This is an optimization exercise on Yosys and OpenROAD, whose aim is small area and a short achievable clock period, not a production implementation. Where RTL was checked, it was by simulation tests only, not by an equivalence proof against the original. For run 1, only the layout was checked, not whether the RTL still works. Power is estimated from default activity; no workload was simulated.

==> flow/design.v, too long to show whole: its modules and the start of the top module <==
// module BMD_64_RWDMA_FSM: 975 lines
// module rw_fa: 4 lines
// module rw_ao21: 3 lines
// module rw_xn2: 3 lines
// module rw_or2: 3 lines
// module rw_o21ai: 3 lines
// module rw_nor2: 3 lines
// module rw_mux2: 3 lines
// module rw_a2: 3 lines
// module rw_x2: 3 lines
module BMD_64_RWDMA_FSM (
    clk,
    rst_n,
    init_rst_i,
    wdma_rst_o,
    mwr_len_i,
    mwr_count_i,
    wdma_start_o,
    wdma_addr_o,
    wdma_done_i,
    wdma_irq_o,
    next_wdma_addr_i,
    next_wdma_up_addr_i,
    next_wdma_valid_i,
    wdma_start_i,
    wdma_stop_i,
    wdma_running_o,
    wdma_frame_len_i,
    timeframe_end_i,
    wdma_buf_ptr_o,
    wdma_status_o,
    cc_timeout_o
);
  // ...
==> flow/flow/run.sh <==
#!/bin/bash
# Standard layout, but with sky130_fd_sc_hd__buf_1 as the port buffer cell
# (instead of the default clkdlybuf4s50_1, which is larger and slower).
set -euo pipefail
export BUFFER_PORTS_ARGS="-buffer_cell sky130_fd_sc_hd__buf_1"
bash standard.sh finish > flow_make.log 2>&1
==> flow/standard.sh <==
#!/bin/bash
# synth_recipe.tcl (not shown) runs the flow's synth.tcl, then flattens the netlist and writes it again
# the make line also repeats each setting of config.mk as NAME=value (left out here)
make -C /OpenROAD-flow-scripts/flow DESIGN_CONFIG=/design/flow/config.mk WORK_HOME=/design/flow/orfs CLKGATE_MAP_FILE= SYNTH_SCRIPT=/design/flow/synth_recipe.tcl "${@:-finish}"
==> flow/config.mk <==
export PLATFORM = sky130hd
export DESIGN_NAME = BMD_64_RWDMA_FSM
export DESIGN_NICKNAME = BMD_64_RWDMA_FSM
export VERILOG_FILES = /design/flow/design.v
export SDC_FILE = /design/flow/constraint.sdc
export NUM_CORES = 4
export LEC_CHECK = 0
export CAP_MARGIN = 20
export CORE_MARGIN = 2
export CORE_UTILIZATION = 70
export CTS_BUF_LIST = sky130_fd_sc_hd__clkbuf_4 sky130_fd_sc_hd__clkbuf_8
export PLACE_DENSITY = 0.8
export SETUP_SLACK_MARGIN = 4.3
export SLEW_MARGIN = 20
export SYNTH_HIERARCHICAL = 1
export SYNTH_MINIMUM_KEEP_SIZE = 0
==> flow/constraint.sdc <==
create_clock -name core_clock -period 8.5 [get_ports {clk}]
set_input_delay 1.7000 -clock core_clock [delete_from_list [all_inputs] [get_ports {clk}]]
set_output_delay 1.7000 -clock core_clock [all_outputs]
set_load 0.01 [all_outputs]
==> run notes, run 1 <==
* Result of the run: no timing/DRC/antenna violations
* CP endpoint kind: output port
* Cells after Synth at 1050
* Fraction of power consumed by sequential logic at 34.1%
* TritonCTS clock tree: yes
* WP depth at 8
* Post-route minimum period at 4.29 ns
* Sequential power at 0.000560 W
* Fin Clk Skew at 0.0131 ns
* Internal power at 0.00113 W
* Number of ordinary and repair buffers in the finished layout at 172
* Most common cell after layout, fill and taps aside: nand2_1
* RSZ-0062 raised after global routing: yes
* Critical Path RT at 6.80 ns
* DRC violations left at 0
* Floorplan core area at 13300 um2
* Wl on met1 at 9.71 mm
* Multi-input logic area at 7420 um2
* Path depth of the worst reg2reg path at 6
* Clock insertion delay at the later pin of the skew report at 0.45 ns
* Arithmetic-cell share of the synthesized area counting full adders, half adders and majority gates at 28.1%
* Global Route met1 Usage at 44.3%
* Worst reg2reg startpoint: s_q[14]
* Number of setup buffers added after CTS at 8
* Area contributors post-synth: fa_1, dfxtp_1, nand2_1, xor2_1, a21o_1
* Fraction of area in clock buffers and inverters at 4.01%
* EDFF count, synth at 0
* Avg Inst Size Synth at 9.21 um2
* FF-to-FF setup slack at 5.81 ns
* Routed wl met3 at 2.09 mm
* Half-perimeter wire length after placement at 17.4 mm
* Reg2reg end: c_q[15]
* Wire length of the first global-routing pass at 39.1 mm
* Most used flip-flop cell after synthesis: dfxtp_1
* Routed Wire Length at 25.7 mm
* Post-synth top area share at 27.7%
* Count of inserted tapcells at 176
* Flip-flop and latch area at 2350 um2
* First-pass DRT Iterations at 5
* Total via count in the routed design at 8253
* Share of power burned in the clock network at 35.8%
* Placed instance area at 10400 um2
==> run 2: changes to the inputs <==
--- a/flow/design.v
+++ b/flow/design.v
@@ -493,317 +493,317 @@
     wire pp9_10 = ~(mwr_len_i[9] & mwr_count_i[10]);
     wire pp9_11 = ~(mwr_len_i[9] & mwr_count_i[11]);
     wire pp9_12 = ~(mwr_len_i[9] & mwr_count_i[12]);
     wire pp9_13 = ~(mwr_len_i[9] & mwr_count_i[13]);
     wire pp9_14 = ~(mwr_len_i[9] & mwr_count_i[14]);
     wire pp9_15 = ~(mwr_len_i[9] & mwr_count_i[15]);
     wire [25:0] xn = ~x;
     wire hs0, hc0;
-    rw_xn2 u_hs0 (.a(pp0_8), .b(pp1_7), .y(hs0));
-    rw_or2 u_hc0 (.a(pp0_8), .b(pp1_7), .y(hc0));
+    rw_xn2 u_hs0 (.a(xn[8]), .b(pp0_8), .y(hs0));
+    rw_or2 u_hc0 (.a(xn[8]), .b(pp0_8), .y(hc0));
     wire fs0, fc0;
-    rw_fa u_fa0 (.a(pp0_9), .b(pp1_8), .c(pp2_7), .s(fs0), .co(fc0));
+    rw_fa u_fa0 (.a(xn[9]), .b(pp0_9), .c(pp1_8), .s(fs0), .co(fc0));
     wire hs1, hc1;
-    rw_xn2 u_hs1 (.a(pp3_6), .b(pp4_5), .y(hs1));
-    rw_or2 u_hc1 (.a(pp3_6), .b(pp4_5), .y(hc1));
+    rw_xn2 u_hs1 (.a(pp2_7), .b(pp3_6), .y(hs1));
+    rw_or2 u_hc1 (.a(pp2_7), .b(pp3_6), .y(hc1));
     wire fs1, fc1;
-    rw_fa u_fa1 (.a(pp0_10), .b(pp1_9), .c(pp2_8), .s(fs1), .co(fc1));
+    rw_fa u_fa1 (.a(xn[10]), .b(pp0_10), .c(pp1_9), .s(fs1), .co(fc1));
     wire fs2, fc2;
-    rw_fa u_fa2 (.a(pp3_7), .b(pp4_6), .c(pp5_5), .s(fs2), .co(fc2));
+    rw_fa u_fa2 (.a(pp2_8), .b(pp3_7), .c(pp4_6), .s(fs2), .co(fc2));
     wire fs3, fc3;
-    rw_fa u_fa3 (.a(pp0_11), .b(pp1_10), .c(pp2_9), .s(fs3), .co(fc3));
+    rw_fa u_fa3 (.a(xn[11]), .b(pp0_11), .c(pp1_10), .s(fs3), .co(fc3));
     wire fs4, fc4;
-    rw_fa u_fa4 (.a(pp3_8), .b(pp4_7), .c(pp5_6), .s(fs4), .co(fc4));
+    rw_fa u_fa4 (.a(pp2_9), .b(pp3_8), .c(pp4_7), .s(fs4), .co(fc4));
     wire fs5, fc5;
-    rw_fa u_fa5 (.a(pp0_12), .b(pp1_11), .c(pp2_10), .s(fs5), .co(fc5));
+    rw_fa u_fa5 (.a(xn[12]), .b(pp0_12), .c(pp1_11), .s(fs5), .co(fc5));
     wire fs6, fc6;
-    rw_fa u_fa6 (.a(pp3_9), .b(pp4_8), .c(pp5_7), .s(fs6), .co(fc6));
+    rw_fa u_fa6 (.a(pp2_10), .b(pp3_9), .c(pp4_8), .s(fs6), .co(fc6));
     wire fs7, fc7;
-    rw_fa u_fa7 (.a(pp0_13), .b(pp1_12), .c(pp2_11), .s(fs7), .co(fc7));
+    rw_fa u_fa7 (.a(xn[13]), .b(pp0_13), .c(pp1_12), .s(fs7), .co(fc7));
     wire fs8, fc8;
-    rw_fa u_fa8 (.a(pp3_10), .b(pp4_9), .c(pp5_8), .s(fs8), .co(fc8));
+    rw_fa u_fa8 (.a(pp2_11), .b(pp3_10), .c(pp4_9), .s(fs8), .co(fc8));
     wire fs9, fc9;
-    rw_fa u_fa9 (.a(pp0_14), .b(pp1_13), .c(pp2_12), .s(fs9), .co(fc9));
+    rw_fa u_fa9 (.a(xn[14]), .b(pp0_14), .c(pp1_13), .s(fs9), .co(fc9));
     wire fs10, fc10;
-    rw_fa u_fa10 (.a(pp3_11), .b(pp4_10), .c(pp5_9), .s(fs10), .co(fc10));
+    rw_fa u_fa10 (.a(pp2_12), .b(pp3_11), .c(pp4_10), .s(fs10), .co(fc10));
     wire fs11, fc11;
-    rw_fa u_fa11 (.a(pp0_15), .b(pp1_14), .c(pp2_13), .s(fs11), .co(fc11));
+    rw_fa u_fa11 (.a(xn[15]), .b(pp0_15), .c(pp1_14), .s(fs11), .co(fc11));
     wire fs12, fc12;
-    rw_fa u_fa12 (.a(pp3_12), .b(pp4_11), .c(pp5_10), .s(fs12), .co(fc12));
+    rw_fa u_fa12 (.a(pp2_13), .b(pp3_12), .c(pp4_11), .s(fs12), .co(fc12));
     wire fs13, fc13;
-    rw_fa u_fa13 (.a(pp1_15), .b(pp2_14), .c(pp3_13), .s(fs13), .co(fc13));
+    rw_fa u_fa13 (.a(xn[16]), .b(pp1_15), .c(pp2_14), .s(fs13), .co(fc13));
     wire hs2, hc2;
-    rw_xn2 u_hs2 (.a(pp4_12), .b(pp5_11), .y(hs2));
-    rw_or2 u_hc2 (.a(pp4_12), .b(pp5_11), .y(hc2));
+    rw_xn2 u_hs2 (.a(pp3_13), .b(pp4_12), .y(hs2));
+    rw_or2 u_hc2 (.a(pp3_13), .b(pp4_12), .y(hc2));
     wire fs14, fc14;
-    rw_fa u_fa14 (.a(pp2_15), .b(pp3_14), .c(pp4_13), .s(fs14), .co(fc14));
+    rw_fa u_fa14 (.a(xn[17]), .b(pp2_15), .c(pp3_14), .s(fs14), .co(fc14));
     wire hs3, hc3;
-    rw_xn2 u_hs3 (.a(pp0_5), .b(pp1_4), .y(hs3));
-    rw_or2 u_hc3 (.a(pp0_5), .b(pp1_4), .y(hc3));
+    rw_xn2 u_hs3 (.a(xn[5]), .b(pp0_5), .y(hs3));
+    rw_or2 u_hc3 (.a(xn[5]), .b(pp0_5), .y(hc3));
     wire fs15, fc15;
-    rw_fa u_fa15 (.a(pp0_6), .b(pp1_5), .c(pp2_4), .s(fs15), .co(fc15));
+    rw_fa u_fa15 (.a(xn[6]), .b(pp0_6), .c(pp1_5), .s(fs15), .co(fc15));
     wire hs4, hc4;
-    rw_xn2 u_hs4 (.a(pp3_3), .b(pp4_2), .y(hs4));
-    rw_or2 u_hc4 (.a(pp3_3), .b(pp4_2), .y(hc4));
+    rw_xn2 u_hs4 (.a(pp2_4), .b(pp3_3), .y(hs4));
+    rw_or2 u_hc4 (.a(pp2_4), .b(pp3_3), .y(hc4));
     wire fs16, fc16;
-    rw_fa u_fa16 (.a(pp0_7), .b(pp1_6), .c(pp2_5), .s(fs16), .co(fc16));
+    rw_fa u_fa16 (.a(xn[7]), .b(pp0_7), .c(pp1_6), .s(fs16), .co(fc16));
     wire fs17, fc17;
-    rw_fa u_fa17 (.a(pp3_4), .b(pp4_3), .c(pp5_2), .s(fs17), .co(fc17));
+    rw_fa u_fa17 (.a(pp2_5), .b(pp3_4), .c(pp4_3), .s(fs17), .co(fc17));
     wire hs5, hc5;
-    rw_xn2 u_hs5 (.a(pp6_1), .b(pp7_0), .y(hs5));
-    rw_or2 u_hc5 (.a(pp6_1), .b(pp7_0), .y(hc5));
+    rw_xn2 u_hs5 (.a(pp5_2), .b(pp6_1), .y(hs5));
+    rw_or2 u_hc5 (.a(pp5_2), .b(pp6_1), .y(hc5));
     wire fs18, fc18;
-    rw_fa u_fa18 (.a(hs0), .b(pp2_6), .c(pp3_5), .s(fs18), .co(fc18));
+    rw_fa u_fa18 (.a(pp1_7), .b(pp2_6), .c(pp3_5), .s(fs18), .co(fc18));
     wire fs19, fc19;
     rw_fa u_fa19 (.a(pp4_4), .b(pp5_3), .c(pp6_2), .s(fs19), .co(fc19));
     wire fs20, fc20;
-    rw_fa u_fa20 (.a(pp7_1), .b(pp8_0), .c(xn[8]), .s(fs20), .co(fc20));
+    rw_fa u_fa20 (.a(pp7_1), .b(pp8_0), .c(hs0), .s(fs20), .co(fc20));
     wire fs21, fc21;
-    rw_fa u_fa21 (.a(hc0), .b(fs0), .c(hs1), .s(fs21), .co(fc21));
+    rw_fa u_fa21 (.a(pp4_5), .b(pp5_4), .c(pp6_3), .s(fs21), .co(fc21));
     wire fs22, fc22;
-    rw_fa u_fa22 (.a(pp5_4), .b(pp6_3), .c(pp7_2), .s(fs22), .co(fc22));
+    rw_fa u_fa22 (.a(pp7_2), .b(pp8_1), .c(pp9_0), .s(fs22), .co(fc22));
     wire fs23, fc23;
-    rw_fa u_fa23 (.a(pp8_1), .b(pp9_0), .c(xn[9]), .s(fs23), .co(fc23));
+    rw_fa u_fa23 (.a(hc0), .b(hs1), .c(fs0), .s(fs23), .co(fc23));
     wire fs24, fc24;
-    rw_fa u_fa24 (.a(fc0), .b(hc1), .c(fs1), .s(fs24), .co(fc24));
+    rw_fa u_fa24 (.a(pp5_5), .b(pp6_4), .c(pp7_3), .s(fs24), .co(fc24));
     wire fs25, fc25;
-    rw_fa u_fa25 (.a(fs2), .b(pp6_4), .c(pp7_3), .s(fs25), .co(fc25));
+    rw_fa u_fa25 (.a(pp8_2), .b(pp9_1), .c(hc1), .s(fs25), .co(fc25));
     wire fs26, fc26;
-    rw_fa u_fa26 (.a(pp8_2), .b(pp9_1), .c(xn[10]), .s(fs26), .co(fc26));
+    rw_fa u_fa26 (.a(fc0), .b(fs1), .c(fs2), .s(fs26), .co(fc26));
     wire fs27, fc27;
-    rw_fa u_fa27 (.a(fc1), .b(fc2), .c(fs3), .s(fs27), .co(fc27));
+    rw_fa u_fa27 (.a(pp5_6), .b(pp6_5), .c(pp7_4), .s(fs27), .co(fc27));
     wire fs28, fc28;
-    rw_fa u_fa28 (.a(fs4), .b(pp6_5), .c(pp7_4), .s(fs28), .co(fc28));
+    rw_fa u_fa28 (.a(pp8_3), .b(pp9_2), .c(fc1), .s(fs28), .co(fc28));
     wire fs29, fc29;
-    rw_fa u_fa29 (.a(pp8_3), .b(pp9_2), .c(xn[11]), .s(fs29), .co(fc29));
+    rw_fa u_fa29 (.a(fc2), .b(fs3), .c(fs4), .s(fs29), .co(fc29));
     wire fs30, fc30;
-    rw_fa u_fa30 (.a(fc3), .b(fc4), .c(fs5), .s(fs30), .co(fc30));
+    rw_fa u_fa30 (.a(pp5_7), .b(pp6_6), .c(pp7_5), .s(fs30), .co(fc30));
     wire fs31, fc31;
-    rw_fa u_fa31 (.a(fs6), .b(pp6_6), .c(pp7_5), .s(fs31), .co(fc31));
+    rw_fa u_fa31 (.a(pp8_4), .b(pp9_3), .c(fc3), .s(fs31), .co(fc31));
     wire fs32, fc32;
-    rw_fa u_fa32 (.a(pp8_4), .b(pp9_3), .c(xn[12]), .s(fs32), .co(fc32));
+    rw_fa u_fa32 (.a(fc4), .b(fs5), .c(fs6), .s(fs32), .co(fc32));
     wire fs33, fc33;
-    rw_fa u_fa33 (.a(fc5), .b(fc6), .c(fs7), .s(fs33), .co(fc33));
+    rw_fa u_fa33 (.a(pp5_8), .b(pp6_7), .c(pp7_6), .s(fs33), .co(fc33));
     wire fs34, fc34;
-    rw_fa u_fa34 (.a(fs8), .b(pp6_7), .c(pp7_6), .s(fs34), .co(fc34));
+    rw_fa u_fa34 (.a(pp8_5), .b(pp9_4), .c(fc5), .s(fs34), .co(fc34));
     wire fs35, fc35;
-    rw_fa u_fa35 (.a(pp8_5), .b(pp9_4), .c(xn[13]), .s(fs35), .co(fc35));
+    rw_fa u_fa35 (.a(fc6), .b(fs7), .c(fs8), .s(fs35), .co(fc35));
     wire fs36, fc36;
-    rw_fa u_fa36 (.a(fc7), .b(fc8), .c(fs9), .s(fs36), .co(fc36));
+    rw_fa u_fa36 (.a(pp5_9), .b(pp6_8), .c(pp7_7), .s(fs36), .co(fc36));
     wire fs37, fc37;
-    rw_fa u_fa37 (.a(fs10), .b(pp6_8), .c(pp7_7), .s(fs37), .co(fc37));
+    rw_fa u_fa37 (.a(pp8_6), .b(pp9_5), .c(fc7), .s(fs37), .co(fc37));
     wire fs38, fc38;
-    rw_fa u_fa38 (.a(pp8_6), .b(pp9_5), .c(xn[14]), .s(fs38), .co(fc38));
+    rw_fa u_fa38 (.a(fc8), .b(fs9), .c(fs10), .s(fs38), .co(fc38));
     wire fs39, fc39;
-    rw_fa u_fa39 (.a(fc9), .b(fc10), .c(fs11), .s(fs39), .co(fc39));
+    rw_fa u_fa39 (.a(pp5_10), .b(pp6_9), .c(pp7_8), .s(fs39), .co(fc39));
     wire fs40, fc40;
-    rw_fa u_fa40 (.a(fs12), .b(pp6_9), .c(pp7_8), .s(fs40), .co(fc40));
+    rw_fa u_fa40 (.a(pp8_7), .b(pp9_6), .c(fc9), .s(fs40), .co(fc40));
     wire fs41, fc41;
-    rw_fa u_fa41 (.a(pp8_7), .b(pp9_6), .c(xn[15]), .s(fs41), .co(fc41));
+    rw_fa u_fa41 (.a(fc10), .b(fs11), .c(fs12), .s(fs41), .co(fc41));
     wire fs42, fc42;
-    rw_fa u_fa42 (.a(fc11), .b(fc12), .c(fs13), .s(fs42), .co(fc42));
+    rw_fa u_fa42 (.a(pp5_11), .b(pp6_10), .c(pp7_9), .s(fs42), .co(fc42));
     wire fs43, fc43;
-    rw_fa u_fa43 (.a(hs2), .b(pp6_10), .c(pp7_9), .s(fs43), .co(fc43));
+    rw_fa u_fa43 (.a(pp8_8), .b(pp9_7), .c(hs2), .s(fs43), .co(fc43));
     wire fs44, fc44;
-    rw_fa u_fa44 (.a(pp8_8), .b(pp9_7), .c(xn[16]), .s(fs44), .co(fc44));
+    rw_fa u_fa44 (.a(fc11), .b(fc12), .c(fs13), .s(fs44), .co(fc44));
     wire fs45, fc45;
-    rw_fa u_fa45 (.a(fc13), .b(hc2), .c(fs14), .s(fs45), .co(fc45));
+    rw_fa u_fa45 (.a(pp4_13), .b(pp5_12), .c(pp6_11), .s(fs45), .co(fc45));
     wire fs46, fc46;
-    rw_fa u_fa46 (.a(pp5_12), .b(pp6_11), .c(pp7_10), .s(fs46), .co(fc46));
+    rw_fa u_fa46 (.a(pp7_10), .b(pp8_9), .c(pp9_8), .s(fs46), .co(fc46));
     wire fs47, fc47;
-    rw_fa u_fa47 (.a(pp8_9), .b(pp9_8), .c(xn[17]), .s(fs47), .co(fc47));
+    rw_fa u_fa47 (.a(hc2), .b(fc13), .c(fs14), .s(fs47), .co(fc47));
     wire fs48, fc48;
-    rw_fa u_fa48 (.a(fc14), .b(pp3_15), .c(pp4_14), .s(fs48), .co(fc48));
+    rw_fa u_fa48 (.a(xn[18]), .b(pp3_15), .c(pp4_14), .s(fs48), .co(fc48));
     wire fs49, fc49;
     rw_fa u_fa49 (.a(pp5_13), .b(pp6_12), .c(pp7_11), .s(fs49), .co(fc49));
     wire fs50, fc50;
-    rw_fa u_fa50 (.a(pp8_10), .b(pp9_9), .c(xn[18]), .s(fs50), .co(fc50));
+    rw_fa u_fa50 (.a(pp8_10), .b(pp9_9), .c(fc14), .s(fs50), .co(fc50));
     wire fs51, fc51;
-    rw_fa u_fa51 (.a(pp4_15), .b(pp5_14), .c(pp6_13), .s(fs51), .co(fc51));
+    rw_fa u_fa51 (.a(xn[19]), .b(pp4_15), .c(pp5_14), .s(fs51), .co(fc51));
     wire fs52, fc52;
-    rw_fa u_fa52 (.a(pp7_12), .b(pp8_11), .c(pp9_10), .s(fs52), .co(fc52));
+    rw_fa u_fa52 (.a(pp6_13), .b(pp7_12), .c(pp8_11), .s(fs52), .co(fc52));
     wire fs53, fc53;
-    rw_fa u_fa53 (.a(pp5_15), .b(pp6_14), .c(pp7_13), .s(fs53), .co(fc53));
+    rw_fa u_fa53 (.a(xn[20]), .b(pp5_15), .c(pp6_14), .s(fs53), .co(fc53));
     wire hs6, hc6;
-    rw_xn2 u_hs6 (.a(pp0_3), .b(pp1_2), .y(hs6));
-    rw_or2 u_hc6 (.a(pp0_3), .b(pp1_2), .y(hc6));
+    rw_xn2 u_hs6 (.a(xn[3]), .b(pp0_3), .y(hs6));
+    rw_or2 u_hc6 (.a(xn[3]), .b(pp0_3), .y(hc6));
     wire fs54, fc54;
-    rw_fa u_fa54 (.a(pp0_4), .b(pp1_3), .c(pp2_2), .s(fs54), .co(fc54));
+    rw_fa u_fa54 (.a(xn[4]), .b(pp0_4), .c(pp1_3), .s(fs54), .co(fc54));
     wire hs7, hc7;
-    rw_xn2 u_hs7 (.a(pp3_1), .b(pp4_0), .y(hs7));
-    rw_or2 u_hc7 (.a(pp3_1), .b(pp4_0), .y(hc7));
+    rw_xn2 u_hs7 (.a(pp2_2), .b(pp3_1), .y(hs7));
+    rw_or2 u_hc7 (.a(pp2_2), .b(pp3_1), .y(hc7));
     wire fs55, fc55;
-    rw_fa u_fa55 (.a(hs3), .b(pp2_3), .c(pp3_2), .s(fs55), .co(fc55));
+    rw_fa u_fa55 (.a(pp1_4), .b(pp2_3), .c(pp3_2), .s(fs55), .co(fc55));
     wire fs56, fc56;
-    rw_fa u_fa56 (.a(pp4_1), .b(pp5_0), .c(xn[5]), .s(fs56), .co(fc56));
+    rw_fa u_fa56 (.a(pp4_1), .b(pp5_0), .c(hs3), .s(fs56), .co(fc56));
     wire fs57, fc57;
-    rw_fa u_fa57 (.a(hc3), .b(fs15), .c(hs4), .s(fs57), .co(fc57));
+    rw_fa u_fa57 (.a(pp4_2), .b(pp5_1), .c(pp6_0), .s(fs57), .co(fc57));
     wire fs58, fc58;
-    rw_fa u_fa58 (.a(pp5_1), .b(pp6_0), .c(xn[6]), .s(fs58), .co(fc58));
+    rw_fa u_fa58 (.a(hc3), .b(hs4), .c(fs15), .s(fs58), .co(fc58));
     wire fs59, fc59;
-    rw_fa u_fa59 (.a(fc15), .b(hc4), .c(fs16), .s(fs59), .co(fc59));
+    rw_fa u_fa59 (.a(pp7_0), .b(hc4), .c(hs5), .s(fs59), .co(fc59));
     wire fs60, fc60;
-    rw_fa u_fa60 (.a(fs17), .b(hs5), .c(xn[7]), .s(fs60), .co(fc60));
+    rw_fa u_fa60 (.a(fc15), .b(fs16), .c(fs17), .s(fs60), .co(fc60));
     wire fs61, fc61;
-    rw_fa u_fa61 (.a(fc16), .b(fc17), .c(hc5), .s(fs61), .co(fc61));
+    rw_fa u_fa61 (.a(hc5), .b(fc16), .c(fc17), .s(fs61), .co(fc61));
     wire fs62, fc62;
     rw_fa u_fa62 (.a(fs18), .b(fs19), .c(fs20), .s(fs62), .co(fc62));
     wire fs63, fc63;
-    rw_fa u_fa63 (.a(fc18), .b(fc19), .c(fc20), .s(fs63), .co(fc63));
+    rw_fa u_fa63 (.a(fc18), .b(fc19), .c(fs21), .s(fs63), .co(fc63));
     wire fs64, fc64;
-    rw_fa u_fa64 (.a(fs21), .b(fs22), .c(fs23), .s(fs64), .co(fc64));
+    rw_fa u_fa64 (.a(fs22), .b(fc20), .c(fs23), .s(fs64), .co(fc64));
     wire fs65, fc65;
-    rw_fa u_fa65 (.a(fc21), .b(fc22), .c(fc23), .s(fs65), .co(fc65));
+    rw_fa u_fa65 (.a(fc21), .b(fc22), .c(fs24), .s(fs65), .co(fc65));
     wire fs66, fc66;
-    rw_fa u_fa66 (.a(fs24), .b(fs25), .c(fs26), .s(fs66), .co(fc66));
+    rw_fa u_fa66 (.a(fs25), .b(fc23), .c(fs26), .s(fs66), .co(fc66));
     wire fs67, fc67;
-    rw_fa u_fa67 (.a(fc24), .b(fc25), .c(fc26), .s(fs67), .co(fc67));
+    rw_fa u_fa67 (.a(fc24), .b(fs27), .c(fc25), .s(fs67), .co(fc67));
     wire fs68, fc68;
-    rw_fa u_fa68 (.a(fs27), .b(fs28), .c(fs29), .s(fs68), .co(fc68));
+    rw_fa u_fa68 (.a(fs28), .b(fc26), .c(fs29), .s(fs68), .co(fc68));
     wire fs69, fc69;
-    rw_fa u_fa69 (.a(fc27), .b(fc28), .c(fc29), .s(fs69), .co(fc69));
+    rw_fa u_fa69 (.a(fc27), .b(fs30), .c(fc28), .s(fs69), .co(fc69));
     wire fs70, fc70;
-    rw_fa u_fa70 (.a(fs30), .b(fs31), .c(fs32), .s(fs70), .co(fc70));
+    rw_fa u_fa70 (.a(fs31), .b(fc29), .c(fs32), .s(fs70), .co(fc70));
     wire fs71, fc71;
-    rw_fa u_fa71 (.a(fc30), .b(fc31), .c(fc32), .s(fs71), .co(fc71));
+    rw_fa u_fa71 (.a(fc30), .b(fs33), .c(fc31), .s(fs71), .co(fc71));
     wire fs72, fc72;
-    rw_fa u_fa72 (.a(fs33), .b(fs34), .c(fs35), .s(fs72), .co(fc72));
+    rw_fa u_fa72 (.a(fs34), .b(fc32), .c(fs35), .s(fs72), .co(fc72));
     wire fs73, fc73;
-    rw_fa u_fa73 (.a(fc33), .b(fc34), .c(fc35), .s(fs73), .co(fc73));
+    rw_fa u_fa73 (.a(fc33), .b(fs36), .c(fc34), .s(fs73), .co(fc73));
     wire fs74, fc74;
-    rw_fa u_fa74 (.a(fs36), .b(fs37), .c(fs38), .s(fs74), .co(fc74));
+    rw_fa u_fa74 (.a(fs37), .b(fc35), .c(fs38), .s(fs74), .co(fc74));
     wire fs75, fc75;
-    rw_fa u_fa75 (.a(fc36), .b(fc37), .c(fc38), .s(fs75), .co(fc75));
+    rw_fa u_fa75 (.a(fc36), .b(fs39), .c(fc37), .s(fs75), .co(fc75));
     wire fs76, fc76;
-    rw_fa u_fa76 (.a(fs39), .b(fs40), .c(fs41), .s(fs76), .co(fc76));
+    rw_fa u_fa76 (.a(fs40), .b(fc38), .c(fs41), .s(fs76), .co(fc76));
     wire fs77, fc77;
-    rw_fa u_fa77 (.a(fc39), .b(fc40), .c(fc41), .s(fs77), .co(fc77));
+    rw_fa u_fa77 (.a(fc39), .b(fs42), .c(fs43), .s(fs77), .co(fc77));
     wire fs78, fc78;
-    rw_fa u_fa78 (.a(fs42), .b(fs43), .c(fs44), .s(fs78), .co(fc78));
+    rw_fa u_fa78 (.a(fc40), .b(fc41), .c(fs44), .s(fs78), .co(fc78));
     wire fs79, fc79;
-    rw_fa u_fa79 (.a(fc42), .b(fc43), .c(fc44), .s(fs79), .co(fc79));
+    rw_fa u_fa79 (.a(fc42), .b(fs45), .c(fs46), .s(fs79), .co(fc79));
     wire fs80, fc80;
-    rw_fa u_fa80 (.a(fs45), .b(fs46), .c(fs47), .s(fs80), .co(fc80));
+    rw_fa u_fa80 (.a(fc43), .b(fc44), .c(fs47), .s(fs80), .co(fc80));
     wire fs81, fc81;
-    rw_fa u_fa81 (.a(fc45), .b(fc46), .c(fc47), .s(fs81), .co(fc81));
+    rw_fa u_fa81 (.a(fc45), .b(fc46), .c(fs48), .s(fs81), .co(fc81));
     wire fs82, fc82;
-    rw_fa u_fa82 (.a(fs48), .b(fs49), .c(fs50), .s(fs82), .co(fc82));
+    rw_fa u_fa82 (.a(fs49), .b(fs50), .c(fc47), .s(fs82), .co(fc82));
     wire fs83, fc83;
-    rw_fa u_fa83 (.a(fc48), .b(fc49), .c(fc50), .s(fs83), .co(fc83));
+    rw_fa u_fa83 (.a(pp9_10), .b(fc48), .c(fc49), .s(fs83), .co(fc83));
     wire fs84, fc84;
-    rw_fa u_fa84 (.a(fs51), .b(fs52), .c(xn[19]), .s(fs84), .co(fc84));
+    rw_fa u_fa84 (.a(fs51), .b(fs52), .c(fc50), .s(fs84), .co(fc84));
     wire fs85, fc85;
-    rw_fa u_fa85 (.a(fc51), .b(fc52), .c(fs53), .s(fs85), .co(fc85));
+    rw_fa u_fa85 (.a(pp7_13), .b(pp8_12), .c(pp9_11), .s(fs85), .co(fc85));
     wire fs86, fc86;
-    rw_fa u_fa86 (.a(pp8_12), .b(pp9_11), .c(xn[20]), .s(fs86), .co(fc86));
+    rw_fa u_fa86 (.a(fc51), .b(fc52), .c(fs53), .s(fs86), .co(fc86));
     wire fs87, fc87;
-    rw_fa u_fa87 (.a(fc53), .b(pp6_15), .c(pp7_14), .s(fs87), .co(fc87));
+    rw_fa u_fa87 (.a(xn[21]), .b(pp6_15), .c(pp7_14), .s(fs87), .co(fc87));
     wire fs88, fc88;
-    rw_fa u_fa88 (.a(pp8_13), .b(pp9_12), .c(xn[21]), .s(fs88), .co(fc88));
+    rw_fa u_fa88 (.a(pp8_13), .b(pp9_12), .c(fc53), .s(fs88), .co(fc88));
     wire fs89, fc89;
-    rw_fa u_fa89 (.a(pp7_15), .b(pp8_14), .c(pp9_13), .s(fs89), .co(fc89));
+    rw_fa u_fa89 (.a(xn[22]), .b(pp7_15), .c(pp8_14), .s(fs89), .co(fc89));
     wire hs8, hc8;
-    rw_xn2 u_hs8 (.a(pp0_2), .b(pp1_1), .y(hs8));
-    rw_or2 u_hc8 (.a(pp0_2), .b(pp1_1), .y(hc8));
+    rw_xn2 u_hs8 (.a(xn[2]), .b(pp0_2), .y(hs8));
+    rw_or2 u_hc8 (.a(xn[2]), .b(pp0_2), .y(hc8));
     wire fs90, fc90;
-    rw_fa u_fa90 (.a(hs6), .b(pp2_1), .c(pp3_0), .s(fs90), .co(fc90));
+    rw_fa u_fa90 (.a(pp1_2), .b(pp2_1), .c(pp3_0), .s(fs90), .co(fc90));
     wire fs91, fc91;
-    rw_fa u_fa91 (.a(hc6), .b(fs54), .c(hs7), .s(fs91), .co(fc91));
+    rw_fa u_fa91 (.a(pp4_0), .b(hc6), .c(hs7), .s(fs91), .co(fc91));
     wire fs92, fc92;
-    rw_fa u_fa92 (.a(fc54), .b(hc7), .c(fs55), .s(fs92), .co(fc92));
+    rw_fa u_fa92 (.a(hc7), .b(fc54), .c(fs55), .s(fs92), .co(fc92));
     wire fs93, fc93;
-    rw_fa u_fa93 (.a(fc55), .b(fc56), .c(fs57), .s(fs93), .co(fc93));
+    rw_fa u_fa93 (.a(fc55), .b(fs57), .c(fc56), .s(fs93), .co(fc93));
     wire fs94, fc94;
-    rw_fa u_fa94 (.a(fc57), .b(fc58), .c(fs59), .s(fs94), .co(fc94));
+    rw_fa u_fa94 (.a(fc57), .b(fs59), .c(fc58), .s(fs94), .co(fc94));
     wire fs95, fc95;
-    rw_fa u_fa95 (.a(fc59), .b(fc60), .c(fs61), .s(fs95), .co(fc95));
+    rw_fa u_fa95 (.a(fc59), .b(fs61), .c(fc60), .s(fs95), .co(fc95));
     wire fs96, fc96;
-    rw_fa u_fa96 (.a(fc61), .b(fc62), .c(fs63), .s(fs96), .co(fc96));
+    rw_fa u_fa96 (.a(fc61), .b(fs63), .c(fc62), .s(fs96), .co(fc96));
     wire fs97, fc97;
-    rw_fa u_fa97 (.a(fc63), .b(fc64), .c(fs65), .s(fs97), .co(fc97));
+    rw_fa u_fa97 (.a(fc63), .b(fs65), .c(fc64), .s(fs97), .co(fc97));
     wire fs98, fc98;
-    rw_fa u_fa98 (.a(fc65), .b(fc66), .c(fs67), .s(fs98), .co(fc98));
+    rw_fa u_fa98 (.a(fc65), .b(fs67), .c(fc66), .s(fs98), .co(fc98));
     wire fs99, fc99;
-    rw_fa u_fa99 (.a(fc67), .b(fc68), .c(fs69), .s(fs99), .co(fc99));
+    rw_fa u_fa99 (.a(fc67), .b(fs69), .c(fc68), .s(fs99), .co(fc99));
     wire fs100, fc100;
-    rw_fa u_fa100 (.a(fc69), .b(fc70), .c(fs71), .s(fs100), .co(fc100));
+    rw_fa u_fa100 (.a(fc69), .b(fs71), .c(fc70), .s(fs100), .co(fc100));
     wire fs101, fc101;
-    rw_fa u_fa101 (.a(fc71), .b(fc72), .c(fs73), .s(fs101), .co(fc101));
+    rw_fa u_fa101 (.a(fc71), .b(fs73), .c(fc72), .s(fs101), .co(fc101));
     wire fs102, fc102;
-    rw_fa u_fa102 (.a(fc73), .b(fc74), .c(fs75), .s(fs102), .co(fc102));
+    rw_fa u_fa102 (.a(fc73), .b(fs75), .c(fc74), .s(fs102), .co(fc102));
     wire fs103, fc103;
-    rw_fa u_fa103 (.a(fc75), .b(fc76), .c(fs77), .s(fs103), .co(fc103));
+    rw_fa u_fa103 (.a(fc75), .b(fs77), .c(fc76), .s(fs103), .co(fc103));
     wire fs104, fc104;
-    rw_fa u_fa104 (.a(fc77), .b(fc78), .c(fs79), .s(fs104), .co(fc104));
+    rw_fa u_fa104 (.a(fs79), .b(fc77), .c(fc78), .s(fs104), .co(fc104));
     wire fs105, fc105;
-    rw_fa u_fa105 (.a(fc79), .b(fc80), .c(fs81), .s(fs105), .co(fc105));
+    rw_fa u_fa105 (.a(fc79), .b(fs81), .c(fc80), .s(fs105), .co(fc105));
     wire fs106, fc106;
-    rw_fa u_fa106 (.a(fc81), .b(fc82), .c(fs83), .s(fs106), .co(fc106));
+    rw_fa u_fa106 (.a(fc81), .b(fs83), .c(fs84), .s(fs106), .co(fc106));
     wire fs107, fc107;
-    rw_fa u_fa107 (.a(fc83), .b(fc84), .c(fs85), .s(fs107), .co(fc107));
+    rw_fa u_fa107 (.a(fs85), .b(fc83), .c(fs86), .s(fs107), .co(fc107));
     wire fs108, fc108;
-    rw_fa u_fa108 (.a(fc85), .b(fc86), .c(fs87), .s(fs108), .co(fc108));
+    rw_fa u_fa108 (.a(fc85), .b(fs87), .c(fs88), .s(fs108), .co(fc108));
     wire fs109, fc109;
-    rw_fa u_fa109 (.a(fc87), .b(fc88), .c(fs89), .s(fs109), .co(fc109));
+    rw_fa u_fa109 (.a(pp9_13), .b(fc87), .c(fs89), .s(fs109), .co(fc109));
     wire fs110, fc110;
-    rw_fa u_fa110 (.a(fc89), .b(pp8_15), .c(pp9_14), .s(fs110), .co(fc110));
+    rw_fa u_fa110 (.a(xn[23]), .b(pp8_15), .c(pp9_14), .s(fs110), .co(fc110));
     wire hs9, hc9;
-    rw_xn2 u_hs9 (.a(pp0_1), .b(pp1_0), .y(hs9));
-    rw_or2 u_hc9 (.a(pp0_1), .b(pp1_0), .y(hc9));
+    rw_xn2 u_hs9 (.a(xn[1]), .b(pp0_1), .y(hs9));
+    rw_or2 u_hc9 (.a(xn[1]), .b(pp0_1), .y(hc9));
     wire fs111, fc111;
-    rw_fa u_fa111 (.a(hs8), .b(pp2_0), .c(xn[2]), .s(fs111), .co(fc111));
+    rw_fa u_fa111 (.a(pp1_1), .b(pp2_0), .c(hs8), .s(fs111), .co(fc111));
     wire fs112, fc112;
-    rw_fa u_fa112 (.a(hc8), .b(fs90), .c(xn[3]), .s(fs112), .co(fc112));
+    rw_fa u_fa112 (.a(hc8), .b(hs6), .c(fs90), .s(fs112), .co(fc112));
     wire fs113, fc113;
-    rw_fa u_fa113 (.a(fc90), .b(fs91), .c(xn[4]), .s(fs113), .co(fc113));
+    rw_fa u_fa113 (.a(fc90), .b(fs54), .c(fs91), .s(fs113), .co(fc113));
     wire fs114, fc114;
-    rw_fa u_fa114 (.a(fc91), .b(fs92), .c(fs56), .s(fs114), .co(fc114));
+    rw_fa u_fa114 (.a(fc91), .b(fs56), .c(fs92), .s(fs114), .co(fc114));
     wire fs115, fc115;
-    rw_fa u_fa115 (.a(fc92), .b(fs93), .c(fs58), .s(fs115), .co(fc115));
+    rw_fa u_fa115 (.a(fc92), .b(fs58), .c(fs93), .s(fs115), .co(fc115));
     wire fs116, fc116;
-    rw_fa u_fa116 (.a(fc93), .b(fs94), .c(fs60), .s(fs116), .co(fc116));
+    rw_fa u_fa116 (.a(fc93), .b(fs60), .c(fs94), .s(fs116), .co(fc116));
     wire fs117, fc117;
-    rw_fa u_fa117 (.a(fc94), .b(fs95), .c(fs62), .s(fs117), .co(fc117));
+    rw_fa u_fa117 (.a(fs62), .b(fc94), .c(fs95), .s(fs117), .co(fc117));
     wire fs118, fc118;
-    rw_fa u_fa118 (.a(fc95), .b(fs96), .c(fs64), .s(fs118), .co(fc118));
+    rw_fa u_fa118 (.a(fc95), .b(fs64), .c(fs96), .s(fs118), .co(fc118));
     wire fs119, fc119;
-    rw_fa u_fa119 (.a(fc96), .b(fs97), .c(fs66), .s(fs119), .co(fc119));
+    rw_fa u_fa119 (.a(fc96), .b(fs66), .c(fs97), .s(fs119), .co(fc119));
     wire fs120, fc120;
-    rw_fa u_fa120 (.a(fc97), .b(fs98), .c(fs68), .s(fs120), .co(fc120));
+    rw_fa u_fa120 (.a(fs68), .b(fc97), .c(fs98), .s(fs120), .co(fc120));
     wire fs121, fc121;
-    rw_fa u_fa121 (.a(fc98), .b(fs99), .c(fs70), .s(fs121), .co(fc121));
+    rw_fa u_fa121 (.a(fs70), .b(fc98), .c(fs99), .s(fs121), .co(fc121));
     wire fs122, fc122;
-    rw_fa u_fa122 (.a(fc99), .b(fs100), .c(fs72), .s(fs122), .co(fc122));
+    rw_fa u_fa122 (.a(fs72), .b(fc99), .c(fs100), .s(fs122), .co(fc122));
     wire fs123, fc123;
-    rw_fa u_fa123 (.a(fc100), .b(fs101), .c(fs74), .s(fs123), .co(fc123));
+    rw_fa u_fa123 (.a(fs74), .b(fc100), .c(fs101), .s(fs123), .co(fc123));
     wire fs124, fc124;
-    rw_fa u_fa124 (.a(fc101), .b(fs102), .c(fs76), .s(fs124), .co(fc124));
+    rw_fa u_fa124 (.a(fs76), .b(fc101), .c(fs102), .s(fs124), .co(fc124));
     wire fs125, fc125;
-    rw_fa u_fa125 (.a(fc102), .b(fs103), .c(fs78), .s(fs125), .co(fc125));
+    rw_fa u_fa125 (.a(fs78), .b(fc102), .c(fs103), .s(fs125), .co(fc125));
     wire fs126, fc126;
-    rw_fa u_fa126 (.a(fc103), .b(fs104), .c(fs80), .s(fs126), .co(fc126));
+    rw_fa u_fa126 (.a(fs80), .b(fc103), .c(fs104), .s(fs126), .co(fc126));
     wire fs127, fc127;
-    rw_fa u_fa127 (.a(fc104), .b(fs105), .c(fs82), .s(fs127), .co(fc127));
+    rw_fa u_fa127 (.a(fs82), .b(fc104), .c(fs105), .s(fs127), .co(fc127));
     wire fs128, fc128;
-    rw_fa u_fa128 (.a(fc105), .b(fs106), .c(fs84), .s(fs128), .co(fc128));
+    rw_fa u_fa128 (.a(fc82), .b(fs106), .c(fc105), .s(fs128), .co(fc128));
     wire fs129, fc129;
-    rw_fa u_fa129 (.a(fc106), .b(fs107), .c(fs86), .s(fs129), .co(fc129));
+    rw_fa u_fa129 (.a(fc84), .b(fs107), .c(fc106), .s(fs129), .co(fc129));
     wire fs130, fc130;
-    rw_fa u_fa130 (.a(fc107), .b(fs108), .c(fs88), .s(fs130), .co(fc130));
+    rw_fa u_fa130 (.a(fc86), .b(fs108), .c(fc107), .s(fs130), .co(fc130));
     wire fs131, fc131;
-    rw_fa u_fa131 (.a(fc108), .b(fs109), .c(xn[22]), .s(fs131), .co(fc131));
+    rw_fa u_fa131 (.a(fc88), .b(fs109), .c(fc108), .s(fs131), .co(fc131));
     wire fs132, fc132;
-    rw_fa u_fa132 (.a(fc109), .b(fs110), .c(xn[23]), .s(fs132), .co(fc132));
+    rw_fa u_fa132 (.a(fc89), .b(fs110), .c(fc109), .s(fs132), .co(fc132));
     wire fs133, fc133;
-    rw_fa u_fa133 (.a(fc110), .b(pp9_15), .c(xn[24]), .s(fs133), .co(fc133));
-    assign ts_n[0] = pp0_0;
-    assign tc_n[0] = xn[0];
+    rw_fa u_fa133 (.a(xn[24]), .b(pp9_15), .c(fc110), .s(fs133), .co(fc133));
+    assign ts_n[0] = xn[0];
+    assign tc_n[0] = pp0_0;
     assign ts_n[1] = hs9;
-    assign tc_n[1] = xn[1];
+    assign tc_n[1] = pp1_0;
     assign ts_n[2] = hc9;
     assign tc_n[2] = fs111;
     assign ts_n[3] = fc111;
     assign tc_n[3] = fs112;
     assign ts_n[4] = fc112;
     assign tc_n[4] = fs113;
     assign ts_n[5] = fc113;
     assign tc_n[5] = fs114;
==> run 2 against run 1 <==
  * Via count shrank 0.27%
  * Critical endpoint is now wdma_addr_o[13]
  * Setup slack lost 0.076 ns
  * Clock skew shrank 0.0038 ns
  * Still clean on timing, DRC and antenna
==> run notes, run 2 <==
* Setup TNS at 0 ns
* Routed vias/inst at 5.98
* Most common cell after layout, fill and taps aside: nand2_1
* First-pass DRT Iterations at 6 (+1)
* Share of power burned in the clock network at 31.5% (-4.3 points)
* Half-perimeter wire length after placement at 17.7 mm (+1.5%)
* Routed Wire Length at 25.7 mm (+0.14%)
* Area contributors post-synth: fa_1, dfxtp_1, nand2_1, xor2_1, a21o_1
* Cell type contributing the most total cell area after synthesis: fa_1
* Post-route minimum period at 4.37 ns (+0.0761 ns)
* Top cells by count, synth: nand2_1, fa_1, dfxtp_1
* Most used standard cell by instance count after synthesis: nand2_1
* Category of the worst setup path launch point: flop
* Post-synth top area share at 27.7% (unchanged)
* Fraction of registers with async set or reset after synthesis at 0%
* Net switching share of the total power at 34.2%
* Regs by FF count: c_q (27), s_q (27), wdma_buf_cnt (16)
* Starting utilization of the core area at 72.5%
* TritonCTS clock tree: yes
* Power density over cell area at 132 nW/um2
* Die outline height at 122 um
* Leading cell types in the layout, fill and taps excluded: nand2_1, buf_1, fa_1, dfxtp_1, xor2_1
* Largest voltage drop on the vdd net at 0.000189 V
* Critical Path RT at 6.80 ns (about the same)
* Avg Inst Size Synth at 9.21 um2 (unchanged)
* Worst Setup Slack, final at 4.13 ns
* Count of standard-cell rows at 42
* Placed instance area at 10300 um2 (-1.0%)
* Hold/Removal Path Class: flop to flop
* Inserted Diodes at 0
* Highest fanout seen on the critical path at 7
* Clock insertion delay at the later pin of the skew report at 0.45 ns (about the same)
* Leakage dissipation at 4.78 nW
* Share of total power in combinational logic at 31.0%
* Arrival time of data at the critical path endpoint at 2.67 ns
* Iteration-0 DRC Markers at 529
* Setup slack at placement at 3.28 ns
* Wire length of the first global-routing pass at 38.5 mm (-1.5%)
* CP endpoint kind: output port
* EDFF count, synth at 0 (unchanged)
* Most used flip-flop cell after synthesis: dfxtp_1
* Overflow left after global routing at 0
* Critical path type: flop to output port
* Final Hold Fails at 0
* Clock tree root driver cell: clkbuf_8
* Routed length per instance at 18.7 um
* Register clock-pin slew on the reported worst setup and hold paths at 0.08 ns
* Final worst-path cycle share at 51.4%
* Final Instance Area at 11300 um2
* Total clock buffers created by CTS at 17
* Count of yosys warnings during synthesis at 7
* Cell variety after synth at 51
* Highest clock rate at 229 MHz
* Largest net degree at the start of global routing at 55
* Last weighted congestion value of the routability-driven placer at 0.877
* Result of the run: no timing/DRC/antenna violations
* Die area at 14800 um2
* # nets final at 1415
* FF+latch count, synth at 117
* Clock buffer depth at 2
* Cell area after technology mapping at 9670 um2
* TritonCTS sink count at 117
* Count of port buffers added during placement at 154
* Ratio of cells with drive above 1 in the final layout at 16.1%
* Floorplan core area at 13300 um2 (unchanged)
* Fraction of power consumed by sequential logic at 37.5% (+3.4 points)
* Hold-fix buffers at CTS at 0
* RSZ-0062 raised after global routing: yes
* Antenna violations before repair at 0
* Cells after Synth at 1050 (unchanged)
* # IOs at 155
* Number of global-route vias before repair at 8015
* Sequential cell area fraction in the yosys report at 24.2%
* Worst hold margin at 0.460 ns
* Synthesis-to-layout area growth at 16.9%
* Count of pins over their slew limit at 0
* Total of endpoints with negative setup slack in the final report at 0
* MaxCap Viol Count at 0
* DRC violations left at 0 (unchanged)
* Internal power at 0.000983 W (-13%)
* Width of the die at 122 um
* Total track usage at 33.9%
* Psw at 0.000511 W
* Tightest Pin Transition at 0.958 ns
* Count of H-tree levels built during CTS at 4
* Antenna viol nets, final at 0
* Worst slew margin at 36.0%
* Total via count in the routed design at 8231 (-0.27%)
* Fin Clk Skew at 0.00931 ns (-0.00376 ns)
==> run 2: Yosys stat by module, one instance, submodules excluded, excerpt <==
module            flip-flops and latches  cell area [um2]
rw_o21ai                               0             5.00
rw_ao21                                0             7.51
BMD_64_RWDMA_FSM                     117             5540
rw_fa                                  0             20.0
rw_x2                                  0             8.76
rw_nor2                                0             3.75
==> run 2: power by group through the flow <==
stage	clock (W)	combinational (W)	sequential, W
2_1_floorplan	0	0.000342	0.000571
3_3_place_gp	0	0.000428	0.000572
3_5_place_dp	0	0.000450	0.000572
4_1_cts	0.000475	0.000456	0.000560
5_1_grt	0.000498	0.000521	0.000561
6_report	0.000471	0.000462	0.000560
==> run 2: final timing paths <==
path,start,end,slack [ns],cells past startpoint
hold reg to reg,s_q[25],c_q[25],0.46,2
hold / removal,s_q[25],c_q[25],0.46,2
setup / recovery,s_q[5],wdma_addr_o[13],4.13,9
setup reg to reg,s_q[12],c_q[14],5.34,7
==> run 2: final cells by class <==
cell class,instances,area [um2]
inverter,36,135
clock inverter,13,103
clock buffer,19,262
fill,793,2040
sequential,117,2350
timing repair buffer,175,887
tap,176,220
multi-input combinational,841,7350
==> run 2: logic make-up after synthesis <==
group	synth area share, %
XOR/XNOR	9.96
other	0.0388
AND/OR/NAND/NOR	19.4
multiplexers	1.86
buffers and inverters	3.88
adder cells (fa/ha/maj)	28.1
flip-flops	24.2
AO/OA/AOI/OAI	12.5
==> run 2: through the flow <==
| step | power, W | instances | utilization, % |
|---|---|---|---|
| after global placement | 0.000999 | 1323 | 77.4 |
| after floorplan | 0.000912 | 1052 | - |
| after CTS | 0.00149 | 1367 | 82.6 |
| after detailed placement | 0.00102 | 1323 | 77.4 |
| after global routing | 0.00158 | 1377 | 84.7 |
| final | 0.00149 | 1377 | 84.7 |
==> run 2: critical path, cell delays in order, from the launching register on <==
cell,delay (ns)
dfxtp_1,0.36
xor2_2,0.19
a21o_1,0.23
a21o_1,0.20
a21o_4,0.23
buf_4,0.16
buf_4,0.16
a21o_1,0.19
xor2_1,0.31
clkbuf_2,0.20
==> run 2: repair_timing <==
action                     in CTS  in global routing
gates resized for setup        72                 56
pin swaps                       9                 16
cloned                          2                  0
buffers inserted               10                 10
setup endpoints to repair      49                 37
==> run 2: per-layer routing <==
layer	wire [um]	share of wire, %	up-vias	track usage [%]
met4	824	3.2	0	14.2
met2	12600	49	401	55.9
met5	0	0	-	0
met1	10300	40	4078	44.3
met3	1910	7.4	63	6.79
li1	-	-	3689	-
==> run 3: changes to the inputs <==
--- a/flow/config.mk
+++ b/flow/config.mk
@@ -10,7 +10,7 @@
 export CORE_UTILIZATION = 70
 export CTS_BUF_LIST = sky130_fd_sc_hd__clkbuf_4 sky130_fd_sc_hd__clkbuf_8
 export PLACE_DENSITY = 0.8
-export SETUP_SLACK_MARGIN = 4.3
+export SETUP_SLACK_MARGIN = 4.4
 export SLEW_MARGIN = 20
 export SYNTH_HIERARCHICAL = 1
 export SYNTH_MINIMUM_KEEP_SIZE = 0
==> run 3 against run 2 <==
  * Core utilization rose by 1.7 points
  * Critical endpoint is now wdma_addr_o[31]
  * First-iteration DRC count grew 44%
  * Cell area grew 2.0%
  * Maximum frequency is 0.20% higher
  * Hold slack improved by 0.0031 ns
  * Routed wire length grew 6.2%
  * Clock power grew 8.5%
  * Final cell count grew 0.58%
  * Non-clock buffer count is 10 higher
  * Setup slack better by 0.0087 ns
  * Critical path type unchanged
  * Area after synthesis did not move
  * Count of clock-buffer cells in the layout unchanged
==> run notes, run 3 <==
* Result of the run: no timing/DRC/antenna violations
* Width of the die at 122 um (unchanged)
* Routed Wire Length at 27.3 mm (+6.2%)
* Count of pins over their slew limit at 0 (unchanged)
* Regs by FF count: c_q (27), s_q (27), wdma_buf_cnt (16)
* Final Instance Area at 11500 um2 (+2.0%)
* Die outline height at 122 um (unchanged)
* Total via count in the routed design at 8450 (+2.7%)
* Post-synth top area share at 27.7% (unchanged)
* First-pass DRT Iterations at 5 (-1)
* Placed instance area at 10400 um2 (+0.22%)
* Leakage dissipation at 4.89 nW (+2.3%)
* Hold-fix buffers at CTS at 0 (unchanged)
* Synthesis-to-layout area growth at 19.3%
* Most frequent cell on the critical path: a21o_4
* MaxCap Viol Count at 0 (unchanged)
* Flip-flop and latch area at 2350 um2 (about the same)
* Routed vias/inst at 6.10 (+2.1%)
* Category of the worst setup path launch point: flop
* Leading cell types in the layout, fill and taps excluded: nand2_1, dfxtp_1, fa_1
* CP endpoint kind: output port
* Clock buffer depth at 2 (unchanged)
* # IOs at 155 (unchanged)
* Highest clock rate at 229 MHz (+0.20%)
* TritonCTS sink count at 117 (unchanged)
* Total track usage at 35.2% (+1.3 points)
* Hold/Removal Path Class: flop to flop
* Multi-input logic area at 7420 um2 (+0.90%)
* Cells after Synth at 1050 (unchanged)
* Critical Path RT at 6.80 ns (about the same)
* FF-to-FF setup slack at 5.34 ns (about the same)
* Crit-path cells: xor2_1 > and2_1 > and2_1 > a21o_4 > a21o_4 > a21o_4 > mux2_4 > buf_6
* End point of the worst hold path: c_q[25]
* Kind of cell adding the most delay to the critical path: compound AO/OA/AOI/OAI gates
* Worst reg2reg startpoint: s_q[15]
* Most used standard cell by instance count after synthesis: nand2_1
* RSZ-0062 raised after global routing: yes
* EDFF count, synth at 0 (unchanged)
* Worst slew margin at 32.8% (-3.2 points)
* Largest net degree at the start of global routing at 55 (unchanged)
* Cell type contributing the most total cell area after synthesis: fa_1
* Final Hold Fails at 0 (unchanged)
* Post-route minimum period at 4.36 ns (-0.00869 ns)
* Cell variety after synth at 51 (unchanged)
* Floorplan core area at 13300 um2 (unchanged)
* Total clock buffers created by CTS at 17 (unchanged)
* Clock insertion delay at the later pin of the skew report at 0.45 ns (about the same)
* Critical path type: flop to output port
* Final design utilization at 86.4% (+1.7 points)
* Inserted Diodes at 0 (unchanged)
* Register clock-pin slew on the reported worst setup and hold paths at 0.08 ns (about the same)
* Path depth of the worst reg2reg path at 7 (unchanged)
* Ratio of cells with drive above 1 in the final layout at 17.9% (+1.9 points)
* Avg Inst Size Synth at 9.21 um2 (unchanged)
* Die area at 14800 um2 (unchanged)
* Wire length of the first global-routing pass at 40.0 mm (+4.1%)
* Worst stage delay on the critical path at 0.40 ns (+0.04 ns)
* Count of port buffers added during placement at 154 (unchanged)
* Worst Min Path Start: s_q[25]
* Antenna viol nets, final at 0 (unchanged)
* Final Power at 0.00154 W (+3.3%)
* Iteration-0 DRC Markers at 760 (+44%)
* Final worst-path cycle share at 51.3% (-0.10 points)
* Routed length per instance at 19.7 um (+5.6%)
* Area contributors post-synth: fa_1, dfxtp_1, nand2_1, xor2_1, a21o_1
* Half-perimeter wire length after placement at 17.6 mm (-0.34%)
* Tightest Pin Transition at 1.01 ns (+0.0482 ns)
* Fraction of registers with async set or reset after synthesis at 0% (unchanged)
* TritonCTS clock tree: yes
* Bufs and invs on worst path at 1 (-2)
* Count of standard-cell rows at 42 (unchanged)
* Arrival time of data at the critical path endpoint at 2.66 ns (about the same)
* # nets final at 1424 (+0.64%)
* Most used flip-flop cell after synthesis: dfxtp_1
* Overflow left after global routing at 0 (unchanged)
* DRC violations left at 0 (unchanged)
* WP depth at 8 (-1)
* Most common cell after layout, fill and taps aside: nand2_1
* Largest voltage drop on the vdd net at 0.000104 V (-45%)
* Count of H-tree levels built during CTS at 4 (unchanged)
* Clock tree root driver cell: clkbuf_8
* Fin Clk Skew at 0.0173 ns (+0.00795 ns)
* Cell area after technology mapping at 9670 um2 (unchanged)
* Worst hold stages at 2 (unchanged)
* Total of endpoints with negative setup slack in the final report at 0 (unchanged)
* Reg2reg end: c_q[16]
* Number of global-route vias before repair at 8116 (+1.3%)
* Count of yosys warnings during synthesis at 7 (unchanged)
* Highest fanout seen on the critical path at 7 (unchanged)
* Antenna violations before repair at 0 (unchanged)
* Slowest-stage cell, CP: dfxtp_1
* Last weighted congestion value of the routability-driven placer at 0.915 (+4.3%)
* FF+latch count, synth at 117 (unchanged)
* Power density over cell area at 134 nW/um2 (+1.2%)
* Setup TNS at 0 ns (unchanged)
* Layout filler cell count at 729 (-8.1%)
* Sequential cell area fraction in the yosys report at 24.2% (unchanged)
* Top cells by count, synth: nand2_1, fa_1, dfxtp_1
* Starting utilization of the core area at 72.5% (unchanged)
-- run 3: changes by cell type in the layout (fill, tap and decap cells not counted), moves of 3 or more --
cell | previous run | this run
buf_1 | 111 | 103
buf_2 | 17 | 21
buf_4 | 23 | 30
buf_6 | 10 | 20
clkbuf_2 | 8 | 3
clkbuf_4 | 2 | 7
clkdlybuf4s15_2 | 4 | 1
clkinv_4 | 6 | 2
fa_1 | 110 | 106
fa_2 | 24 | 28
xor2_1 | 56 | 52
xor2_4 | 0 | 3
-- run 3: worst max path at each step --
stage,start,endpoint,slack [ns]
floorplan,mwr_len_i[2],c_q[11],4.03
global placement,mwr_len_i[2],c_q[14],3.50
detailed placement,mwr_len_i[2],c_q[14],3.42
CTS,c_q[3],wdma_addr_o[34],4.17
global route,s_q[7],wdma_addr_o[26],4.04
finish,s_q[7],wdma_addr_o[31],4.14
-- run 3: final cells by class --
class,count,share of cell area (%)
inverter,36,1.17
sequential,117,20.4
clock buffer,19,2.21
tap,176,1.91
multi-input combinational,840,64.3
timing repair buffer,185,8.91
clock inverter,12,1.14
-- run 3: metal layers --
| layer | wire length (um) | global-route usage, % | vias up |
|---|---|---|---|
| met5 | 0 | 0 | - |
| met4 | 924 | 12.9 | 0 |
| met3 | 2620 | 9.83 | 98 |
| met2 | 13200 | 57.0 | 504 |
| met1 | 10600 | 45.7 | 4140 |
| li1 | - | - | 3708 |
-- run 3: power by group --
| part | internal (W) | leakage, nW | total [W] | switching, W |
|---|---|---|---|---|
| clock | 0.000269 | 0.187 | 0.000511 | 0.000242 |
| combinational | 0.000214 | 3.76 | 0.000471 | 0.000257 |
| sequential | 0.000554 | 0.949 | 0.000561 | 0.00000674 |
| total | 0.00104 | 4.89 | 0.00154 | 0.000505 |
-- run 3: per-module statistics from Yosys (local to each module, per instance) --
module	cells	area, um2
rw_o21ai	1	5.00
rw_xn2	1	8.76
BMD_64_RWDMA_FSM	721	5540
rw_ao21	1	7.51
rw_mux2	1	15.0
rw_or2	1	6.26
rw_x2	1	8.76
rw_fa	1	20.0
rw_nor2	1	3.75
-- run 3: cells by family after synthesis --
logic type | count (synthesis) | share of synthesized area (%)
DFF | 117 | 24.2
and+or+nand+nor | 399 | 19.4
xor gates and xnor gates | 110 | 9.96
muxes | 12 | 1.86
other | 1 | 0.0388
adders and majority gates | 137 | 28.1
buffers and inverters | 96 | 3.88
AOI/OAI and AO/OA | 178 | 12.5
-- run 3: through the flow --
stage / instances / worst slack (ns) / hold slack, ns
after floorplan: 1052 / 4.03 / 0.392
after CTS: 1369 / 4.17 / 0.449
after global placement: 1324 / 3.50 / 0.429
after detailed placement: 1324 / 3.42 / 0.436
after global routing: 1385 / 4.04 / 0.485
final: 1385 / 4.14 / 0.463
-- run 3: worst register-to-register path: stages (launching register included) --
cell and delay, ns:
dfxtp_1 0.46, inv_1 0.15, fa_2 0.61, fa_1 0.44, fa_2 0.35, fa_1 0.47
fa_1 0.51, nor2_1 0.05
-- run 3: repair_timing --
item / in CTS / in global routing
setup buffers: 13 / 15
resized for setup: 90 / 74
cloned: 1 / 0
endpoints found under the setup margin: 55 / 42
pin swaps: 14 / 26
==> run 4: changes to the inputs <==
==> flow/flow/run.sh (replaced) <==
#!/bin/bash
# Standard layout (the standard.sh, unchanged synthesis), with two changes:
# - the port buffers are sky130_fd_sc_hd__buf_1 instead of the default
#   clkdlybuf4s50_1, which is larger and slower;
# - clock tree synthesis does not add dummy loads (it otherwise uses the same
#   arguments as ORFS: sink clustering, clock-net repair, CTS_BUF_LIST).
set -euo pipefail
export BUFFER_PORTS_ARGS="-buffer_cell sky130_fd_sc_hd__buf_1"
export CTS_ARGS="-sink_clustering_enable -repair_clock_nets -dont_use_dummy_load -buf_list {sky130_fd_sc_hd__clkbuf_4 sky130_fd_sc_hd__clkbuf_8}"
bash standard.sh finish > flow_make.log 2>&1
--- a/flow/config.mk
+++ b/flow/config.mk
@@ -10,7 +10,7 @@
 export CORE_UTILIZATION = 70
 export CTS_BUF_LIST = sky130_fd_sc_hd__clkbuf_4 sky130_fd_sc_hd__clkbuf_8
 export PLACE_DENSITY = 0.8
-export SETUP_SLACK_MARGIN = 4.4
+export SETUP_SLACK_MARGIN = 4.3
 export SLEW_MARGIN = 20
 export SYNTH_HIERARCHICAL = 1
 export SYNTH_MINIMUM_KEEP_SIZE = 0
==> run 4 against run 3 <==
  * Critical path depth unchanged
  * Setup slack improved by 0.050 ns
  * Still clean
  * Non-clock buffer count decreased by 8
  * Clock skew increased by 0.0020 ns
  * Die area unchanged
  * Cell area decreased by 3.2%
  * Largest cell class unchanged
  * Sequential cell count unchanged
  * First-iteration DRC count decreased by 12%
  * Global-route usage decreased by 1.5 points
  * Combinational power decreased by 3%
  * Clock power decreased by 28%
==> run notes, run 4 <==
* Result of the run: no timing/DRC/antenna violations
* MaxCap Viol Count at 0 (unchanged)
* Routed length per instance at 18.5 um (-6.1%)
* Avg Inst Size Synth at 9.21 um2 (unchanged)
* Clock tree root driver cell: clkbuf_8
* DRC violations left at 0 (unchanged)
* Highest clock rate at 232 MHz (+1.2%)
* Critical Path RT at 6.80 ns (about the same)
* Tightest Pin Transition at 0.942 ns (-0.0650 ns)
* Ratio of cells with drive above 1 in the final layout at 14.7% (-3.3 points)
* Total via count in the routed design at 8151 (-3.5%)
* # IOs at 155 (unchanged)
* Power density over cell area at 124 nW/um2 (-7.2%)
* Number of global-route vias before repair at 8003 (-1.4%)
* Clock buffer depth at 2 (unchanged)
* Floorplan core area at 13300 um2 (unchanged)
* Post-route minimum period at 4.31 ns (-0.0502 ns)
* Most used standard cell by instance count after synthesis: nand2_1
* Overflow left after global routing at 0 (unchanged)
* # nets final at 1416 (-0.56%)
* Count of port buffers added during placement at 154 (unchanged)
* Kind of cell adding the most delay to the critical path: compound AO/OA/AOI/OAI gates
* Hold-fix buffers at CTS at 0 (unchanged)
* Die area at 14800 um2 (unchanged)
* TritonCTS sink count at 117 (unchanged)
* Total of endpoints with negative setup slack in the final report at 0 (unchanged)
* Cell area after technology mapping at 9670 um2 (unchanged)
* Largest net degree at the start of global routing at 55 (unchanged)
* Count of yosys warnings during synthesis at 7 (unchanged)
* Sequential cell area fraction in the yosys report at 24.2% (unchanged)
* TritonCTS clock tree: yes
* Final worst-path cycle share at 50.7% (-0.59 points)
* Last weighted congestion value of the routability-driven placer at 0.877 (-4.1%)
* Largest voltage drop on the vdd net at 0.000126 V (+21%)
* RSZ-0062 raised after global routing: yes
* Most used flip-flop cell after synthesis: dfxtp_1
* Total clock buffers created by CTS at 17 (unchanged)
* Category of the worst setup path launch point: flop
* Routed Wire Length at 25.3 mm (-7.6%)
* Antenna viol nets, final at 0 (unchanged)
* FF+latch count, synth at 117 (unchanged)
* Register clock-pin slew on the reported worst setup and hold paths at 0.07 ns (about the same)
* Half-perimeter wire length after placement at 17.7 mm (+0.34%)
* Final Hold Fails at 0 (unchanged)
* Leading cell types in the layout, fill and taps excluded: nand2_1, buf_1, fa_1
* Worst slew margin at 37.1% (+4.3 points)
* EDFF count, synth at 0 (unchanged)
* Highest fanout seen on the critical path at 6 (-1)
* Cell variety after synth at 51 (unchanged)
* Placed instance area at 10300 um2 (-0.22%)
* Arrival time of data at the critical path endpoint at 2.61 ns (-0.05 ns)
* Final Instance Area at 11200 um2 (-3.2%)
* Routed vias/inst at 5.98 (-2.0%)
* Cells after Synth at 1050 (unchanged)
* Most frequent cell on the critical path: a21o_1
* Hold/Removal Path Class: flop to flop
* First-pass DRT Iterations at 6 (+1)
* Cell type contributing the most total cell area after synthesis: fa_1
* Starting utilization of the core area at 72.5% (unchanged)
* Area contributors post-synth: fa_1, dfxtp_1, nand2_1, xor2_1, a21o_1
* Crit-path cells: and2_1 > a21o_1 > a21o_1 > a21o_1 > a21o_1 > a21o_4 > mux2_4 > buf_6
* Fin Clk Skew at 0.0192 ns (+0.00197 ns)
* Count of pins over their slew limit at 0 (unchanged)
* Synthesis-to-layout area growth at 15.4%
* Wire length of the first global-routing pass at 38.3 mm (-4.3%)
* Inserted Diodes at 0 (unchanged)
* Count of standard-cell rows at 42 (unchanged)
* Die outline height at 122 um (unchanged)
* Total track usage at 33.7% (-1.5 points)
* Setup TNS at 0 ns (unchanged)
* Slowest-stage cell, CP: dfxtp_1
* Critical path type: flop to output port
* Antenna violations before repair at 0 (unchanged)
* Top cells by count, synth: nand2_1, fa_1, dfxtp_1
* Regs by FF count: c_q (27), s_q (27), wdma_buf_cnt (16)
* Leakage dissipation at 4.72 nW (-3.6%)
* Post-synth top area share at 27.7% (unchanged)
* Iteration-0 DRC Markers at 666 (-12%)
* Most common cell after layout, fill and taps aside: nand2_1
* Bufs and invs on worst path at 1 (unchanged)
* Fraction of registers with async set or reset after synthesis at 0% (unchanged)
* Worst stage delay on the critical path at 0.36 ns (-0.04 ns)
* Clock insertion delay at the later pin of the skew report at 0.44 ns (about the same)
* Count of H-tree levels built during CTS at 4 (unchanged)
* FF-to-FF setup slack at 5.36 ns (+0.02 ns)
* Width of the die at 122 um (unchanged)
* CP endpoint kind: output port
run 4: power breakdown:
group | total (W) | internal, W | switching, W | leakage (nW)
registers | 0.000561 | 0.000555 | 0.00000647 | 0.951
logic | 0.000457 | 0.000207 | 0.000250 | 3.65
clock network | 0.000367 | 0.000175 | 0.000192 | 0.122
total | 0.00138 | 0.000937 | 0.000448 | 4.72
run 4: timing repair:
action                                 4_1_cts  5_1_grt
setup endpoints to repair                   49       34
endpoints found under the hold margin        0        0
buffers inserted                            10       12
cloned                                       1        0
pin swaps                                    9       18
resized for setup                           84       36
run 4: cell families after synthesis:
group	share of synthesized area, %
AO/OA/AOI/OAI	12.5
other	0.0388
AND/OR/NAND/NOR	19.4
multiplexers	1.86
buffers and inverters	3.88
flip-flops	24.2
adder cells (fa/ha/maj)	28.1
XOR/XNOR	9.96
run 4: worst paths after layout:
path                      to    start  cells past startpoint
min                  c_q[25]  s_q[25]                      2
max          wdma_addr_o[39]  s_q[16]                      8
min reg2reg          c_q[25]  s_q[25]                      2
max reg2reg          c_q[17]  s_q[16]                      7
run 4: stage by stage:
stage                     instances  hold slack (ns)  utilization [%]  power [W]  setup slack (ns)
after floorplan                1052            0.392                -   0.000912              4.03
after global placement         1323            0.430             77.4   0.000999              3.45
after detailed placement       1323            0.448             77.4    0.00102              3.28
after CTS                      1351            0.458             82.0    0.00139              4.22
after global routing           1363            0.476             83.6    0.00147              4.14
final                          1363            0.467             83.6    0.00138              4.19
run 4: area by class of cell:
cell class | count | area (um2)
fillers | 816 | 2180
well taps | 176 | 220
clock buffers | 17 | 234
repair buffers | 177 | 905
flip-flops and latches | 117 | 2360
inverters | 36 | 135
multi-input cells | 840 | 7310
run 4: per-layer routing:
layer / share of wire [%] / track usage (%) / wire [um]
met5: 0 / 0 / 0
met4: 3.4 / 13.3 / 848
met3: 8.0 / 6.74 / 2020
met1: 40 / 44.2 / 10100
met2: 49 / 55.7 / 12300
run 4: worst min-delay path: cells and delay by family (launching register included):
family                 cells  cell delay (ns)
buffers and inverters      1             0.06
flip-flops                 1             0.34
AND/OR/NAND/NOR            1             0.03
run 4: modules after synthesis, one instance, submodules excluded:
module,cell area (um2),flops+latches,copies in the design,cells
BMD_64_RWDMA_FSM,5540,117,1,721
rw_mux2,15.0,0,12,1
rw_fa,20.0,0,134,1
rw_nor2,3.75,0,27,1
rw_o21ai,5.00,0,27,1
rw_ao21,7.51,0,57,1
rw_or2,6.26,0,10,1
rw_xn2,8.76,0,10,1
rw_x2,8.76,0,52,1

Setup slack of run 4, layout unchanged: 4.188 ns with ideal ports, 4.150 ns with driving cells assumed (clock clkbuf_16, inputs buf_2), 3.885 ns with port delays also shifted by the 0.470 ns mid clock arrival.
